From an optimization exercise on the open Yosys and OpenROAD flow, aimed at small area and a short achievable clock period; shortcuts taken in it are not production practice.
RTL that was checked went through simulation tests only; none was proved equivalent to the original.
Power is estimated from default activity; no workload was simulated.

Design output_timing, start of the top module:
module output_timing#(
  parameter HFP_WIDTH=8,
  parameter HSW_WIDTH=4,
  parameter HBP_WIDTH=8,
  parameter HACTIVE_WIDTH=16,
  parameter DATA_WIDTH=8,
  parameter VFP_WIDTH=8,
  parameter VSW_WIDTH=4,
  parameter VBP_WIDTH=8,
  parameter VACTIVE_WIDTH=16
)(
  input                       clk,
  input                       rst_n,
  input                       sync_en,
  input                       hpol_i,
  input [HFP_WIDTH-1:0]       hfp_i,
  input [HSW_WIDTH-1:0]       hsw_i,
  input [HBP_WIDTH-1:0]       hbp_i,
  input [HACTIVE_WIDTH-1:0]   hactive_i,
  input [VFP_WIDTH-1:0]       vfp_i,
  input [VSW_WIDTH-1:0]       vsw_i,
  input [VBP_WIDTH-1:0]       vbp_i,
  input [VACTIVE_WIDTH-1:0]   vactive_i,
  input [DATA_WIDTH-1:0]      datar_i,
  input [DATA_WIDTH-1:0]      datag_i,
  input [DATA_WIDTH-1:0]      datab_i,
  output [DATA_WIDTH-1:0]     datar_o,
  output [DATA_WIDTH-1:0]     datag_o,
  output [DATA_WIDTH-1:0]     datab_o,
  output                      hsync_o,
  output                      vsync_o,
  output                      de_o
);
Size in the first run: ~120 flip-flops, ~6700 sq um of cells after synthesis.
clock: 8.0 ns
lec_check: 0
cap_margin: 20
core_margin: 2
core_utilization: 65
slew_margin: 20
standard.sh (not shown) runs the stock make flow with config.mk's settings and CLKGATE_MAP_FILE= SYNTH_SCRIPT=/design/flow/synth_recipe.tcl, a recipe that flattens the netlist after the stock synthesis.
==> flow/flow/run.sh <==
#!/bin/bash
# Standard ORFS layout, with plain buf_1 cells as the port buffers instead of
# the default delay-buffer cells, and timing repair aiming at 5.5 ns of setup
# slack.  Each tool's log is under orfs/logs/; make's output is in flow_make.log.
set -euo pipefail
bash standard.sh "BUFFER_PORTS_ARGS=-buffer_cell sky130_fd_sc_hd__buf_1" SETUP_SLACK_MARGIN=5.5 finish > flow_make.log 2>&1
The baseline passed the timing, design-rule and antenna checks.
==> next run, changes <==
==> flow/flow/run.sh (replaced) <==
#!/bin/bash
# Standard ORFS layout, with plain buf_1 cells as the port buffers instead of
# the default delay-buffer cells, and timing repair aiming at 5.0 ns of setup
# slack.  Each tool's log is under orfs/logs/; make's output is in flow_make.log.
set -euo pipefail
bash standard.sh "BUFFER_PORTS_ARGS=-buffer_cell sky130_fd_sc_hd__buf_1" SETUP_SLACK_MARGIN=5.0 finish > flow_make.log 2>&1
Synthesized area does not change.
Global-route usage went down by 1.1 points.
Power went down by 1.8%.
Die area is unchanged.
Wire length went down by 15%.
Setup slack gets better by 0.0091 ns.
Sequential share of layout area went up by 2.4 points.
==> next run, changes <==
==> flow/flow/run.sh (replaced) <==
#!/bin/bash
# Standard ORFS layout, with plain buf_2 cells as the port buffers instead of
# the default delay-buffer cells, and timing repair aiming at 5.2 ns of setup
# slack.  Each tool's log is under orfs/logs/; make's output is in flow_make.log.
set -euo pipefail
bash standard.sh "BUFFER_PORTS_ARGS=-buffer_cell sky130_fd_sc_hd__buf_2" SETUP_SLACK_MARGIN=5.2 finish > flow_make.log 2>&1
--- a/flow/config.mk
+++ b/flow/config.mk
@@ -10 +10 @@
-export CORE_UTILIZATION = 65
+export CORE_UTILIZATION = 60
Outcome: The changed run produced a clean layout; sequential power barely changes; routed wire length went up by 0.65%; maximum frequency went up by 3.0%; power went down by 3.4%.
Function was not checked in any run of this note: the RTL went through the layout flow alone.

---

Another version of the RTL of output_timing (not shown whole).
For scale: roughly 740 cells after synthesis, about 130 I/O pins, about 6600 um^2 of cells after synthesis.
Settings: LEC_CHECK=0, CAP_MARGIN=20, CORE_MARGIN=2, CORE_UTILIZATION=60, SLEW_MARGIN=20; clock period 8.0 ns.
==> flow/flow/run.sh <==
#!/bin/bash
# Standard ORFS layout, with plain buf_1 cells as the port buffers instead of
# the default delay-buffer cells, and timing repair aiming at 5.0 ns of setup
# slack.  Each tool's log is under orfs/logs/; make's output is in flow_make.log.
set -euo pipefail
bash standard.sh "BUFFER_PORTS_ARGS=-buffer_cell sky130_fd_sc_hd__buf_1" SETUP_SLACK_MARGIN=5.0 finish > flow_make.log 2>&1
Then changed:
CORE_UTILIZATION = 65   (was 60)
Result:
- non-clock buffer count grows by 4
- die area is lower by a little under a tenth
- critical path depth increases by 1
- global-route usage climbs by 2.1 points
- flip-flop and latch count is unchanged
- final area barely changes
- power drops by a few percent
- wire length climbs slightly
- cell count drops slightly
No run of this note included a check of the RTL's function; only the layout flow was run.

---

red:
Another version of the RTL of output_timing (not shown whole).
Size: ~710 cells after synthesis, ~110 flip-flops, about 6300 sq um of cells after synthesis.
Settings: LEC_CHECK=0, CAP_MARGIN=20, CORE_MARGIN=2, CORE_UTILIZATION=40, SLEW_MARGIN=20; clock period 8.0 ns.
==> flow/flow/run.sh <==
#!/bin/bash
# Standard ORFS layout, with plain buf_2 cells as the port buffers instead of
# the default delay-buffer cells, and timing repair aiming at 5.5 ns of setup
# slack.  Each tool's log is under orfs/logs/; make's output is in flow_make.log.
set -euo pipefail
bash standard.sh "BUFFER_PORTS_ARGS=-buffer_cell sky130_fd_sc_hd__buf_2" SETUP_SLACK_MARGIN=5.5 finish > flow_make.log 2>&1
red completed; timing, DRC and antenna clean
#### Input delta (blue over red)
Settings: swapping 40 for 65 in CORE_UTILIZATION.
==> flow/flow/run.sh <==
#!/bin/bash
# Standard ORFS layout, with plain buf_2 cells as the port buffers instead of
# the default delay-buffer cells, and timing repair aiming at 5.0 ns of setup
# slack.  Each tool's log is under orfs/logs/; make's output is in flow_make.log.
set -euo pipefail
bash standard.sh "BUFFER_PORTS_ARGS=-buffer_cell sky130_fd_sc_hd__buf_2" SETUP_SLACK_MARGIN=5.0 finish > flow_make.log 2>&1
Findings:
On proportion of final cell area spent on non-clock buffers: between blue and red, it ends up lower for blue. blue vs red — total internal power dropped by more than 10%. Diff red -> blue | area enclosed by the die boundary | down by more than a quarter. The most common cell after layout, fill and taps aside comes out sky130_fd_sc_hd__dfxtp_1 in one run and sky130_fd_sc_hd__buf_2 in the other, namely in red and blue respectively.
> inputs changed (blue -> green)
Settings: a change of CORE_UTILIZATION from 65 to 40.
==> flow/flow/run.sh <==
#!/bin/bash
# Standard ORFS layout, with plain buf_2 cells as the port buffers instead of
# the default delay-buffer cells, and timing repair aiming at 5.2 ns of setup
# slack.  Each tool's log is under orfs/logs/; make's output is in flow_make.log.
set -euo pipefail
bash standard.sh "BUFFER_PORTS_ARGS=-buffer_cell sky130_fd_sc_hd__buf_2" SETUP_SLACK_MARGIN=5.2 finish > flow_make.log 2>&1
Total length of routed met3 wires, green vs blue: down by more than a quarter
When the final numbers for blue and green were put side by side, the count of nets after finishing turned out to be greater in green.
Per the comparison of green with blue, clock power saw an increase; number of detailed-routing iterations run before antenna repair now sits lower; total power moved up.
green ends up with a multi-input gate share of the layout cell area that is 1.9 points lower than in blue.
Edits applied to the flow inputs when going from green to orange:
Settings: CORE_UTILIZATION now 65, was 40; PLACE_DENSITY now 0.7, previously not set.
==> flow/flow/run.sh <==
#!/bin/bash
# Standard ORFS layout, with plain buf_1 cells as the port buffers instead of
# the default delay-buffer cells, and timing repair aiming at 5.0 ns of setup
# slack.  Each tool's log is under orfs/logs/; make's output is in flow_make.log.
set -euo pipefail
bash standard.sh "BUFFER_PORTS_ARGS=-buffer_cell sky130_fd_sc_hd__buf_1" SETUP_SLACK_MARGIN=5.0 finish > flow_make.log 2>&1
## What came out
Compare orange and green | clock share of power higher: green. Number of buffers other than clock buffers in the final layout went down by more than 10% going from green to orange. Higher routed length on met1 was reported by green, not orange. Per the comparison of orange with green, placed instance count shrank by 82; cell count after synthesis held steady. Changes observed in orange relative to green: via count lower, smallest hold slack higher, worst setup slack after layout lower. Comparing orange against green, there is no change at all in area after synthesis. Changes observed in orange relative to green: highest attainable clock frequency moved down, total routed wirelength lost 8.7%. orange ended up with sky130_fd_sc_hd__buf_1 as its leading cell type in the layout, fill and taps excluded; green ended up with sky130_fd_sc_hd__buf_2.

---

Starting RTL as in the previous note.
export LEC_CHECK = 0
export CAP_MARGIN = 20
export CORE_MARGIN = 2
export CORE_UTILIZATION = 60
export SLEW_MARGIN = 20
create_clock -name core_clock -period 8.0 [get_ports {clk}]
==> flow/flow/run.sh <==
#!/bin/bash
# Standard ORFS layout, with plain buf_1 cells as the port buffers instead of
# the default delay-buffer cells, and timing repair aiming at 4.9 ns of setup
# slack.  Each tool's log is under orfs/logs/; make's output is in flow_make.log.
set -euo pipefail
bash standard.sh "BUFFER_PORTS_ARGS=-buffer_cell sky130_fd_sc_hd__buf_1" SETUP_SLACK_MARGIN=4.9 finish > flow_make.log 2>&1
Then changed:
==> flow/flow/run.sh (replaced) <==
#!/bin/bash
# Standard ORFS layout, with plain buf_2 cells as the port buffers instead of
# the default delay-buffer cells, and timing repair aiming at 5.4 ns of setup
# slack.  Each tool's log is under orfs/logs/; make's output is in flow_make.log.
set -euo pipefail
bash standard.sh "BUFFER_PORTS_ARGS=-buffer_cell sky130_fd_sc_hd__buf_2" SETUP_SLACK_MARGIN=5.4 finish > flow_make.log 2>&1
Via count increases by 3.5%.
Clock-buffer cell count increases by 1.
Total power increases by 4.7%.
Global-route usage increases by 1.7 points.
Worst setup slack improves by 0.080 ns.
Area after synthesis does not change.
Clock power stays flat.
Then changed:
==> flow/flow/run.sh (replaced) <==
#!/bin/bash
# Standard ORFS layout, with plain buf_1 cells as the port buffers instead of
# the default delay-buffer cells, and timing repair aiming at 5.2 ns of setup
# slack.  Each tool's log is under orfs/logs/; make's output is in flow_make.log.
set -euo pipefail
bash standard.sh "BUFFER_PORTS_ARGS=-buffer_cell sky130_fd_sc_hd__buf_1" SETUP_SLACK_MARGIN=5.2 finish > flow_make.log 2>&1
Effect:
- The changed run finished clean
- cell area goes down by 2.5%
- power goes up by 5.7%
- routed wire length goes down by 5.2%
- global-route usage goes down by 0.44 points
- area after synthesis is unchanged
- clock skew goes down by 0.0059 ns
- via count goes down by 1.5%
- utilization goes down by 1.9 points
- die area does not change
- fmax stays flat
Then changed:
==> flow/flow/run.sh (replaced) <==
#!/bin/bash
# Standard ORFS layout, with plain buf_1 cells as the port buffers instead of
# the default delay-buffer cells, and timing repair aiming at 5.5 ns of setup
# slack.  Each tool's log is under orfs/logs/; make's output is in flow_make.log.
set -euo pipefail
bash standard.sh "BUFFER_PORTS_ARGS=-buffer_cell sky130_fd_sc_hd__buf_1" SETUP_SLACK_MARGIN=5.5 finish > flow_make.log 2>&1
- CORE_UTILIZATION: 60 -> 65
Global-route usage came out higher by 6.6 points.
Cell count drops slightly.
Routed wire length goes up by a quarter to a third.
Design area increases by a few percent.
Area after synthesis is unchanged.
Core utilization climbs by 10 points.
Combinational power is higher by about a fifth.
Then changed:
==> flow/flow/run.sh (replaced) <==
#!/bin/bash
# Standard ORFS layout, with plain buf_1 cells as the port buffers instead of
# the default delay-buffer cells, and timing repair aiming at 5.0 ns of setup
# slack.  Each tool's log is under orfs/logs/; make's output is in flow_make.log.
set -euo pipefail
bash standard.sh "BUFFER_PORTS_ARGS=-buffer_cell sky130_fd_sc_hd__buf_1" SETUP_SLACK_MARGIN=5.0 finish > flow_make.log 2>&1
- CORE_UTILIZATION: 65 -> 70
=> Fmax came out lower by 2.7%; total power came out lower by 6.1%; worst setup slack degrades by 0.081 ns; design area came out lower by 9.1%; clock skew is about the same; global-route usage came out lower by 4.7 points; cell count came out lower by 4.7%; core utilization came out lower by 2.7 points; die area came out lower by 6.9%; via count came out lower by 9.1%; first-iteration DRC count came out lower by 52%.
Then changed:
- ABC_AREA: not set -> 1
- CORE_UTILIZATION: 70 -> 65
- die area is higher by a quarter to a third
- final cell count is higher by well over a third
- via count is higher by a quarter to a third
- non-clock buffer count is higher by 1
- core utilization is lower by 7.7 points
- routed wire length is higher by about a fifth
- clock power is lower by a few percent
- sequential power is lower slightly
- clock skew is lower by 0.0046 ns
- global-route usage stays flat
- fmax is higher slightly

==> afterwards: timing with drivers on the ports <==
The results above use ideal ports. As a check the final layouts listed here were re-extracted and re-timed, cells and wires unchanged.
Step 1, drivers: a clkbuf_16 drives clk and a buf_2 each remaining input, both assumed.
Step 2 times the ports against the registers' clock, not the clock port: input delays grow and output delays shrink by t, the midpoint of the rising clock arrivals with the driver on.
a / b / c = ideal ports / drivers / drivers and shift; a / b = the first two.
run | shift t [ns] | slack for setup (ns) | worst hold slack (ns)
the first run of note 1 | 0.566 | 5.046 / 5.047 / 4.481 | 0.460 / 0.460 / 0.460
the second run of note 1 | 0.558 | 5.055 / 5.066 / 4.509 | 0.459 / 0.459 / 0.459
the third run of note 1 | 0.558 | 5.140 / 5.139 / 4.581 | 0.469 / 0.469 / 0.469
the first run of note 2 | 0.428 | 5.029 / 5.042 / 4.614 | 0.509 / 0.509 / 0.509
the second run of note 2 | 0.409 | 4.979 / 4.987 / 4.578 | 0.512 / 0.512 / 0.512
red | 0.392 | 4.988 / 4.989 / 4.598 | 0.496 / 0.496 / 0.496
blue | 0.392 | 4.987 / 4.985 / 4.593 | 0.507 / 0.507 / 0.507
green | 0.391 | 5.053 / 5.054 / 4.664 | 0.501 / 0.501 / 0.501
orange | 0.406 | 5.016 / 5.031 / 4.625 | 0.505 / 0.505 / 0.505
the first run of note 4 | 0.421 | 4.958 / 4.971 / 4.550 | 0.503 / 0.503 / 0.503
the second run of note 4 | 0.409 | 5.039 / 5.010 / 4.601 | 0.501 / 0.501 / 0.501
the third run of note 4 | 0.415 | 5.044 / 5.040 / 4.624 | 0.505 / 0.505 / 0.505
the fourth run of note 4 | 0.420 | 5.049 / 5.027 / 4.607 | 0.512 / 0.512 / 0.512
the fifth run of note 4 | 0.390 | 4.968 / 4.955 / 4.565 | 0.502 / 0.502 / 0.502
the sixth run of note 4 | 0.417 | 4.978 / 4.989 / 4.571 | 0.492 / 0.492 / 0.492
After both steps every run listed still meets setup and hold. For the first run of note 1, which loses most, drivers alone change the setup slack by +0.001 ns; drivers and shift together by -0.565 ns.
